This design comes from an exercise in tuning for small area on the open sky130 flow, not from production work. Only simulation tests tie the RTL to the original design; equivalence was not proved. Power and IR drop assume default switching activity.

job 105:
// daq_top
module daq_top (
    input logic clk,
    input logic rst,
    input logic [15:0] adc_ch0,
    input logic [15:0] adc_ch1,
    input logic adc_valid,
    input logic trigger_in,
    input logic [31:0] timestamp_counter,
    input logic [7:0] capture_len_cfg,
    input logic [15:0] error_flags,
    input logic usb_full,
    output logic [7:0] tx_data,
    output logic tx_valid,
    input  logic tx_ready,
    output logic tx_last,
    output logic capture_active,
    output logic [31:0]usb_data,
    output logic usb_wr_en
);
    logic [31:0] ingress_tdata;
    logic ingress_tvalid, ingress_tready;
    logic capture_tvalid, capture_tready;
    logic [31:0] fifo_tdata;
    logic fifo_tvalid, fifo_tready;
    logic [31:0] packet_tdata;
    logic packet_tvalid, packet_tready, packet_tlast;
    logic [31:0] latched_timestamp;
    logic usb_ready;
    data_ingress u_ingress (
        .clk(clk),
        .rst(rst),
        .adc_ch0(adc_ch0),
        .adc_ch1(adc_ch1),
        .adc_valid(adc_valid),
        .m_tdata(ingress_tdata),
        .m_tvalid(ingress_tvalid),
        .m_tready(ingress_tready)
    );
    axi_capture_controller u_capture (
        .clk(clk),
        .rst(rst),
        .s_tvalid(ingress_tvalid),
        .s_tready(ingress_tready),
        .m_tready(capture_tready),
        .m_tvalid(capture_tvalid),
        .trigger_in(trigger_in),
        .capture_len_cfg(capture_len_cfg),
        .timestamp_counter(timestamp_counter),
        .latched_timestamp(latched_timestamp),
        .capture_active(capture_active)
    );
    axi_fifo u_fifo (
        .clk(clk),
        .rst(rst),
        .s_tdata(ingress_tdata),
        .s_tvalid(capture_tvalid),
        .s_tready(capture_tready),
        .m_tdata(fifo_tdata),
        .m_tvalid(fifo_tvalid),
        .m_tready(fifo_tready)
    );
  ...
Settings: LEC_CHECK=0, CAP_MARGIN=20, CORE_MARGIN=2, CORE_UTILIZATION=40, CTS_BUF_LIST=sky130_fd_sc_hd__clkbuf_16, CTS_CLUSTER_DIAMETER=100, CTS_CLUSTER_SIZE=24, SLEW_MARGIN=20; clock period 5.0 ns.
run.sh (not shown) runs the stock make flow with config.mk's settings and CLKGATE_MAP_FILE= SYNTH_SCRIPT=/design/flow/synth_recipe.tcl, a recipe that flattens the netlist after the stock synthesis.
Edits applied to the flow inputs when going from job 105 to job 101:
# job 105
export LEC_CHECK = 0
export CAP_MARGIN = 20
export CORE_MARGIN = 2
export CORE_UTILIZATION = 40
export CTS_BUF_LIST = sky130_fd_sc_hd__clkbuf_16
export CTS_CLUSTER_DIAMETER = 100
export CTS_CLUSTER_SIZE = 24
export SLEW_MARGIN = 20
create_clock -name core_clock -period 5.0 [get_ports {clk}]
# job 101
export LEC_CHECK = 0
export CAP_MARGIN = 20
export CORE_MARGIN = 2
export CORE_UTILIZATION = 40
export SLEW_MARGIN = 20
create_clock -name core_clock -period 5.0 [get_ports {clk}]
[summary]
Re wire length per cell after detailed routing: job 105 and job 101 aren't equal, and the higher value belongs to job 105.
Job 101 ends up with a number of antenna cells inserted that is 1 higher than in job 105.
The run showing the smaller data arrival time of the worst path is job 105.
Post-layout instance area: lower on job 105

========
## epsilon
Another version of the RTL of daq_top (not shown whole).
For scale: roughly 1600 cells after synthesis, ~140 I/O pins, roughly 26000 um2 of cells after synthesis.
Design daq_top, start of the top module:
module daq_top (
    input logic clk,
    input logic rst,
    input logic [15:0] adc_ch0,
    input logic [15:0] adc_ch1,
    input logic adc_valid,
    input logic trigger_in,
    input logic [31:0] timestamp_counter,
    input logic [7:0] capture_len_cfg,
    input logic [15:0] error_flags,
    input logic usb_full,
    output logic [7:0] tx_data,
    output logic tx_valid,
    input  logic tx_ready,
    output logic tx_last,
    output logic capture_active,
    output logic [31:0]usb_data,
    output logic usb_wr_en
);
clock: 5.0 ns
lec_check: 0
cap_margin: 0
core_margin: 2
core_utilization: 40
slew_margin: 0
standard.sh (not shown) runs the stock make flow with config.mk's settings and CLKGATE_MAP_FILE= SYNTH_SCRIPT=/design/flow/synth_recipe.tcl, a recipe that flattens the netlist after the stock synthesis.
==> flow/flow/run.sh <==
#!/bin/bash
# Standard layout (the standard.sh: standard synthesis and ORFS flow) with two
# changes passed as make variables:
#  - port buffers are sky130_fd_sc_hd__buf_1 instead of the default choice;
#  - CTS without dummy loads, with clkbuf_8 and the clustering of config.mk.
# Each tool's full output goes to the ORFS logs under orfs/logs; make's own
# output goes to flow_make.log here.
set -euo pipefail
bash standard.sh \
  "BUFFER_PORTS_ARGS=-buffer_cell sky130_fd_sc_hd__buf_1" \
  "CTS_ARGS=-sink_clustering_enable -repair_clock_nets -dont_use_dummy_load -buf_list sky130_fd_sc_hd__clkbuf_8 -sink_clustering_size 16 -sink_clustering_max_diameter 60" \
  finish > flow_make.log 2>&1
Both conditions hold for epsilon: the flow ran to the end and the final layout passed the timing, DRC and antenna checks.
Modified inputs, alpha compared to epsilon
diff --git a/flow/config.mk b/flow/config.mk
--- a/flow/config.mk
+++ b/flow/config.mk
@@ -6,6 +6,9 @@
 export NUM_CORES = 4
 export LEC_CHECK = 0
-export CAP_MARGIN = 0
+export CAP_MARGIN = 20
 export CORE_MARGIN = 2
 export CORE_UTILIZATION = 40
-export SLEW_MARGIN = 0
+export CTS_BUF_LIST = sky130_fd_sc_hd__clkbuf_8
+export CTS_CLUSTER_DIAMETER = 60
+export CTS_CLUSTER_SIZE = 16
+export SLEW_MARGIN = 20
Results
Against epsilon, wire length the detailed router placed on met1 in alpha fell slightly.
Final cycle utilization of the critical path delta (epsilon -> alpha): insignificant
~same fmax in epsilon and alpha

========
Another version of the RTL of daq_top (not shown whole).
For scale: ~720 flip-flops.
Settings: LEC_CHECK=0, CAP_MARGIN=20, CORE_MARGIN=2, CORE_UTILIZATION=40, CTS_BUF_LIST=sky130_fd_sc_hd__clkbuf_8, CTS_CLUSTER_DIAMETER=60, CTS_CLUSTER_SIZE=16, SLEW_MARGIN=20; clock period 5.0 ns.
==> flow/flow/run.sh <==
#!/bin/bash
# Standard layout (the standard.sh: standard synthesis and ORFS flow) with two
# changes passed as make variables:
#  - port buffers are sky130_fd_sc_hd__buf_1 instead of the default choice;
#  - CTS without dummy loads, with clkbuf_16, at most 40 sinks per cluster.
# Each tool's full output goes to the ORFS logs under orfs/logs; make's own
# output goes to flow_make.log here.
set -euo pipefail
bash standard.sh \
  "BUFFER_PORTS_ARGS=-buffer_cell sky130_fd_sc_hd__buf_1" \
  "CTS_ARGS=-sink_clustering_enable -repair_clock_nets -dont_use_dummy_load -buf_list sky130_fd_sc_hd__clkbuf_16 -sink_clustering_size 40 -sink_clustering_max_diameter 50" \
  finish > flow_make.log 2>&1
Then changed:
--- a/flow/flow/run.sh
+++ b/flow/flow/run.sh
@@ -5 +5 @@
-#  - CTS without dummy loads, with clkbuf_16, at most 40 sinks per cluster.
+#  - CTS without dummy loads, with clkbuf_8 and the clustering of config.mk.
@@ -11 +11 @@
-  "CTS_ARGS=-sink_clustering_enable -repair_clock_nets -dont_use_dummy_load -buf_list sky130_fd_sc_hd__clkbuf_16 -sink_clustering_size 40 -sink_clustering_max_diameter 50" \
+  "CTS_ARGS=-sink_clustering_enable -repair_clock_nets -dont_use_dummy_load -buf_list sky130_fd_sc_hd__clkbuf_8 -sink_clustering_size 16 -sink_clustering_max_diameter 60" \
Result: Cell area shrinks by 3.3%; global-route usage is lower by 0.12 points; via count shrinks by 0.73%; critical path depth stays the same; worst setup slack degrades by 74 ps; wire length stays flat; core utilization went down by 1.5 points; die area stays the same; register-to-register slack is worse by 60 ps; clock power decreases by 37%.
Then changed:
--- a/flow/flow/run.sh
+++ b/flow/flow/run.sh
@@ -5 +5 @@
-#  - CTS without dummy loads, with clkbuf_8 and the clustering of config.mk.
+#  - CTS without dummy loads, with clkbuf_8, at most 22 sinks per cluster.
@@ -11 +11 @@
-  "CTS_ARGS=-sink_clustering_enable -repair_clock_nets -dont_use_dummy_load -buf_list sky130_fd_sc_hd__clkbuf_8 -sink_clustering_size 16 -sink_clustering_max_diameter 60" \
+  "CTS_ARGS=-sink_clustering_enable -repair_clock_nets -dont_use_dummy_load -buf_list sky130_fd_sc_hd__clkbuf_8 -sink_clustering_size 22 -sink_clustering_max_diameter 35" \
The changed run went through all stages and came out clean.
Worst setup slack improves by 9.5 ps.
Non-clock buffer count is unchanged.
Combinational power barely changes.
Utilization goes up by 1.1 points.
Clock skew goes down by 13 ps.

========
daq_top, a different RTL version from the one above (not shown whole).
Size: ~1400 cells after synthesis, ~140 I/O pins, ~0.025 mm² of cells after synthesis.
clock: 5.0 ns
lec_check: 0
cap_margin: 0
core_margin: 2
core_utilization: 40
place_density: 0.75
slew_margin: 0
==> flow/flow/run.sh <==
#!/bin/bash
# Own layout flow:
#  1. the standard synthesis (standard.sh synth), unchanged.
#  2. The combinational logic of that netlist is mapped again by Yosys/ABC for
#     area (flow/remap.tcl); every flip-flop instance of the standard synthesis
#     is kept as it is (same instance, name and cell type).
#  3. The rest of the standard ORFS flow (standard.sh finish) on that netlist,
#     with two make variables:
#     - port buffers are sky130_fd_sc_hd__buf_1;
#     - CTS without dummy loads, clkbuf_8, at most 16 sinks per cluster.
# Each tool's full output is in a log file here (flow_*.log) or, for the ORFS
# steps, under orfs/logs.
set -euo pipefail
R=orfs/results/${FLOW_PLATFORM}/daq_top/base
YOSYS=${YOSYS_EXE:-$(command -v yosys || echo $FLOW_HOME/../tools/install/yosys/bin/yosys)}
export REMAP_LIB=$FLOW_HOME/platforms/${FLOW_PLATFORM}/lib/sky130_fd_sc_hd__tt_025C_1v80.lib
export REMAP_DONT_USE="-dont_use sky130_fd_sc_hd__probe_p_8 -dont_use sky130_fd_sc_hd__probec_p_8 -dont_use sky130_fd_sc_hd__lpflow_bleeder_1 -dont_use sky130_fd_sc_hd__lpflow_clkbufkapwr_1 -dont_use sky130_fd_sc_hd__lpflow_clkbufkapwr_16 -dont_use sky130_fd_sc_hd__lpflow_clkbufkapwr_2 -dont_use sky130_fd_sc_hd__lpflow_clkbufkapwr_4 -dont_use sky130_fd_sc_hd__lpflow_clkbufkapwr_8 -dont_use sky130_fd_sc_hd__lpflow_clkinvkapwr_1 -dont_use sky130_fd_sc_hd__lpflow_clkinvkapwr_16 -dont_use sky130_fd_sc_hd__lpflow_clkinvkapwr_2 -dont_use sky130_fd_sc_hd__lpflow_clkinvkapwr_4 -dont_use sky130_fd_sc_hd__lpflow_clkinvkapwr_8 -dont_use sky130_fd_sc_hd__lpflow_decapkapwr_12 -dont_use sky130_fd_sc_hd__lpflow_decapkapwr_3 -dont_use sky130_fd_sc_hd__lpflow_decapkapwr_4 -dont_use sky130_fd_sc_hd__lpflow_decapkapwr_6 -dont_use sky130_fd_sc_hd__lpflow_decapkapwr_8 -dont_use sky130_fd_sc_hd__lpflow_inputiso0n_1 -dont_use sky130_fd_sc_hd__lpflow_inputiso0p_1 -dont_use sky130_fd_sc_hd__lpflow_inputiso1n_1 -dont_use sky130_fd_sc_hd__lpflow_inputiso1p_1 -dont_use sky130_fd_sc_hd__lpflow_inputisolatch_1 -dont_use sky130_fd_sc_hd__lpflow_isobufsrc_1 -dont_use sky130_fd_sc_hd__lpflow_isobufsrc_16 -dont_use sky130_fd_sc_hd__lpflow_isobufsrc_2 -dont_use sky130_fd_sc_hd__lpflow_isobufsrc_4 -dont_use sky130_fd_sc_hd__lpflow_isobufsrc_8 -dont_use sky130_fd_sc_hd__lpflow_isobufsrckapwr_16 -dont_use sky130_fd_sc_hd__lpflow_lsbuf_lh_hl_isowell_tap_1 -dont_use sky130_fd_sc_hd__lpflow_lsbuf_lh_hl_isowell_tap_2 -dont_use sky130_fd_sc_hd__lpflow_lsbuf_lh_hl_isowell_tap_4 -dont_use sky130_fd_sc_hd__lpflow_lsbuf_lh_isowell_4 -dont_use sky130_fd_sc_hd__lpflow_lsbuf_lh_isowell_tap_1 -dont_use sky130_fd_sc_hd__lpflow_lsbuf_lh_isowell_tap_2 -dont_use sky130_fd_sc_hd__lpflow_lsbuf_lh_isowell_tap_4"

bash standard.sh synth > flow_synth.log 2>&1
cp $R/1_2_yosys.v flow_standard_synth.v
REMAP_IN=flow_standard_synth.v REMAP_OUT=$R/1_2_yosys.v $YOSYS -c flow/remap.tcl > flow_remap.log 2>&1
rm -f $R/1_synth.odb $R/1_synth.sdc
bash standard.sh \
  "BUFFER_PORTS_ARGS=-buffer_cell sky130_fd_sc_hd__buf_1" \
  "CTS_ARGS=-sink_clustering_enable -repair_clock_nets -dont_use_dummy_load -buf_list sky130_fd_sc_hd__clkbuf_8 -sink_clustering_size 16 -sink_clustering_max_diameter 60" \
  finish > flow_make.log 2>&1
==> flow/flow/remap.tcl <==
# Map the combinational logic of the standard synthesis netlist again, for area.
# Flip-flops and tie cells are black boxes here, so they stay as they are.
yosys -import
set lib $::env(REMAP_LIB)
read_liberty -ignore_miss_func -ignore_miss_dir $lib
blackbox sky130_fd_sc_hd__dfxtp_1 sky130_fd_sc_hd__dfxtp_2 sky130_fd_sc_hd__dfxtp_4 sky130_fd_sc_hd__edfxtp_1 sky130_fd_sc_hd__conb_1
read_verilog $::env(REMAP_IN)
hierarchy -top $::env(FLOW_TOP)
flatten
opt_clean -purge
read_liberty -lib -overwrite $lib
# four rounds of choice computation (with extra choices) and area-oriented mapping
abc -liberty $lib {*}$::env(REMAP_DONT_USE) -script "+strash;&get,-n;&st;&dch,-x;&nf,-R,1000;&put;&get,-n;&st;&dch,-x;&nf,-R,1000;&put;&get,-n;&st;&dch,-x;&nf,-R,1000;&put;&get,-n;&st;&dch,-x;&nf,-R,1000;&put;"
opt_clean -purge
hilomap -singleton -hicell sky130_fd_sc_hd__conb_1 HI -locell sky130_fd_sc_hd__conb_1 LO
splitnets
opt_clean -purge
insbuf -buf sky130_fd_sc_hd__buf_4 A X
check -assert -mapped
stat -liberty $lib
write_verilog -noattr -nohex -nodec $::env(REMAP_OUT)
Change:
--- a/flow/flow/run.sh
+++ b/flow/flow/run.sh
@@ -8,5 +8,5 @@
 #     with two make variables:
 #     - port buffers are sky130_fd_sc_hd__buf_1;
-#     - CTS without dummy loads, clkbuf_8, at most 16 sinks per cluster.
+#     - CTS without dummy loads, clkbuf_8, at most 18 sinks per cluster.
 # Each tool's full output is in a log file here (flow_*.log) or, for the ORFS
 # steps, under orfs/logs.
@@ -23,4 +23,4 @@
 bash standard.sh \
   "BUFFER_PORTS_ARGS=-buffer_cell sky130_fd_sc_hd__buf_1" \
-  "CTS_ARGS=-sink_clustering_enable -repair_clock_nets -dont_use_dummy_load -buf_list sky130_fd_sc_hd__clkbuf_8 -sink_clustering_size 16 -sink_clustering_max_diameter 60" \
+  "CTS_ARGS=-sink_clustering_enable -repair_clock_nets -dont_use_dummy_load -buf_list sky130_fd_sc_hd__clkbuf_8 -sink_clustering_size 18 -sink_clustering_max_diameter 60" \
   finish > flow_make.log 2>&1
--- a/flow/flow/remap.tcl
+++ b/flow/flow/remap.tcl
@@ -10,6 +10,6 @@
 opt_clean -purge
 read_liberty -lib -overwrite $lib
-# four rounds of choice computation (with extra choices) and area-oriented mapping
-abc -liberty $lib {*}$::env(REMAP_DONT_USE) -script "+strash;&get,-n;&st;&dch,-x;&nf,-R,1000;&put;&get,-n;&st;&dch,-x;&nf,-R,1000;&put;&get,-n;&st;&dch,-x;&nf,-R,1000;&put;&get,-n;&st;&dch,-x;&nf,-R,1000;&put;"
+# three rounds of choice computation and area-oriented mapping
+abc -liberty $lib {*}$::env(REMAP_DONT_USE) -script "+strash;&get,-n;&st;&dch;&nf,-R,1000;&put;&get,-n;&st;&dch;&nf,-R,1000;&put;&get,-n;&st;&dch;&nf,-R,1000;&put;"
 opt_clean -purge
 hilomap -singleton -hicell sky130_fd_sc_hd__conb_1 HI -locell sky130_fd_sc_hd__conb_1 LO
--- a/flow/config.mk
+++ b/flow/config.mk
@@ -8,5 +8,5 @@
 export CAP_MARGIN = 0
 export CORE_MARGIN = 2
-export CORE_UTILIZATION = 40
+export CORE_UTILIZATION = 55
 export PLACE_DENSITY = 0.75
 export SLEW_MARGIN = 0
Result: Area after synthesis increases by about 0.33%. Final area decreases by about 1.2%. Clock skew decreases by 0.012 ns. Flip-flop and latch count is unchanged. Count of clock-buffer cells in the layout decreases by 6. Critical path depth increases by 1. First-iteration DRC count increases by about 15%. Combinational power decreases by about 4%. Sequential power hardly moves. Global-route usage increases by 6.7 points. Core utilization increases by 16 points.
Change:
--- a/flow/flow/run.sh
+++ b/flow/flow/run.sh
@@ -8,5 +8,5 @@
 #     with two make variables:
 #     - port buffers are sky130_fd_sc_hd__buf_1;
-#     - CTS without dummy loads, clkbuf_8, at most 18 sinks per cluster.
+#     - CTS without dummy loads, clkbuf_8, at most 16 sinks per cluster.
 # Each tool's full output is in a log file here (flow_*.log) or, for the ORFS
 # steps, under orfs/logs.
@@ -23,4 +23,4 @@
 bash standard.sh \
   "BUFFER_PORTS_ARGS=-buffer_cell sky130_fd_sc_hd__buf_1" \
-  "CTS_ARGS=-sink_clustering_enable -repair_clock_nets -dont_use_dummy_load -buf_list sky130_fd_sc_hd__clkbuf_8 -sink_clustering_size 18 -sink_clustering_max_diameter 60" \
+  "CTS_ARGS=-sink_clustering_enable -repair_clock_nets -dont_use_dummy_load -buf_list sky130_fd_sc_hd__clkbuf_8 -sink_clustering_size 16 -sink_clustering_max_diameter 60" \
   finish > flow_make.log 2>&1
--- a/flow/config.mk
+++ b/flow/config.mk
@@ -8,5 +8,5 @@
 export CAP_MARGIN = 0
 export CORE_MARGIN = 2
-export CORE_UTILIZATION = 55
+export CORE_UTILIZATION = 40
 export PLACE_DENSITY = 0.75
 export SLEW_MARGIN = 0
Final area goes up by 1.3%.
Routed wire length goes up by 4.5%.
Count of clock-buffer cells in the layout goes up by 5.
Change:
--- a/flow/flow/run.sh
+++ b/flow/flow/run.sh
@@ -8,5 +8,5 @@
 #     with two make variables:
 #     - port buffers are sky130_fd_sc_hd__buf_1;
-#     - CTS without dummy loads, clkbuf_8, at most 16 sinks per cluster.
+#     - CTS without dummy loads, clkbuf_8, at most 18 sinks per cluster.
 # Each tool's full output is in a log file here (flow_*.log) or, for the ORFS
 # steps, under orfs/logs.
@@ -23,4 +23,4 @@
 bash standard.sh \
   "BUFFER_PORTS_ARGS=-buffer_cell sky130_fd_sc_hd__buf_1" \
-  "CTS_ARGS=-sink_clustering_enable -repair_clock_nets -dont_use_dummy_load -buf_list sky130_fd_sc_hd__clkbuf_8 -sink_clustering_size 16 -sink_clustering_max_diameter 60" \
+  "CTS_ARGS=-sink_clustering_enable -repair_clock_nets -dont_use_dummy_load -buf_list sky130_fd_sc_hd__clkbuf_8 -sink_clustering_size 18 -sink_clustering_max_diameter 60" \
   finish > flow_make.log 2>&1
--- a/flow/flow/remap.tcl
+++ b/flow/flow/remap.tcl
@@ -10,6 +10,5 @@
 opt_clean -purge
 read_liberty -lib -overwrite $lib
-# three rounds of choice computation and area-oriented mapping
-abc -liberty $lib {*}$::env(REMAP_DONT_USE) -script "+strash;&get,-n;&st;&dch;&nf,-R,1000;&put;&get,-n;&st;&dch;&nf,-R,1000;&put;&get,-n;&st;&dch;&nf,-R,1000;&put;"
+abc -liberty $lib {*}$::env(REMAP_DONT_USE) -script "+strash;&get,-n;&st;&dch;&nf,-R,1000;&put"
 opt_clean -purge
 hilomap -singleton -hicell sky130_fd_sc_hd__conb_1 HI -locell sky130_fd_sc_hd__conb_1 LO
--- a/flow/config.mk
+++ b/flow/config.mk
@@ -9,4 +9,3 @@
 export CORE_MARGIN = 2
 export CORE_UTILIZATION = 40
-export PLACE_DENSITY = 0.75
 export SLEW_MARGIN = 0
Outcome: The new run completed without violations; final area grows by 0.69%; routed wire length grows by 3.1%; worst setup slack degrades by 0.015 ns; worst hold slack degrades by 0.012 ns; synthesized cell count grows by 3.5%; total power barely changes.

==> re-timing with driven ports <==
How much do the figures lean on ideal ports? The routed layouts below were timed once more, with nothing changed but the port constraints.
Step 1, drivers: a clkbuf_16 drives clk and a buf_2 each remaining input, both assumed.
Step 2, shift: input delay + t, output delay - t, t = (earliest + latest rising clock arrival at the registers) / 2. This alone moves slack from input paths to output paths.
Three values: ideal, step 1, step 2; two values: the first two.
| run | t, ns | slack for setup (ns) | hold slack, ns | slew at the worst register clock pin (ns) | cell pins on the clock port's net |
|---|---|---|---|---|---|
| job 105 | 0.650 | 0.505 / 0.442 / 1.092 | 0.394 / 0.394 / 0.394 | 0.10 / 0.10 | 1 |
| job 101 | 0.678 | 0.490 / 0.424 / 1.103 | 0.388 / 0.388 / 0.388 | 0.07 / 0.07 | 1 |
| epsilon | 0.719 | 0.356 / 0.300 / 1.019 | 0.386 / 0.386 / 0.386 | 0.11 / 0.11 | 1 |
| alpha | 0.719 | 0.353 / 0.298 / 1.016 | 0.386 / 0.386 / 0.386 | 0.11 / 0.11 | 1 |
| the first run of note 3 | 0.647 | 0.694 / 0.629 / 1.275 | 0.394 / 0.394 / 0.394 | 0.09 / 0.09 | 1 |
| the second run of note 3 | 0.713 | 0.621 / 0.565 / 1.278 | 0.376 / 0.376 / 0.376 | 0.11 / 0.11 | 1 |
| the third run of note 3 | 0.730 | 0.630 / 0.575 / 1.305 | 0.383 / 0.383 / 0.383 | 0.08 / 0.08 | 1 |
| the first run of note 4 | 0.719 | 0.458 / 0.403 / 1.122 | 0.386 / 0.386 / 0.386 | 0.10 / 0.10 | 1 |
| the second run of note 4 | 0.683 | 0.318 / 0.268 / 0.951 | 0.382 / 0.382 / 0.382 | 0.11 / 0.11 | 1 |
| the third run of note 4 | 0.707 | 0.412 / 0.360 / 1.067 | 0.388 / 0.388 / 0.388 | 0.11 / 0.11 | 1 |
| the fourth run of note 4 | 0.728 | 0.398 / 0.344 / 1.072 | 0.376 / 0.376 / 0.376 | 0.11 / 0.11 | 1 |
After both steps every run listed still meets setup and hold.
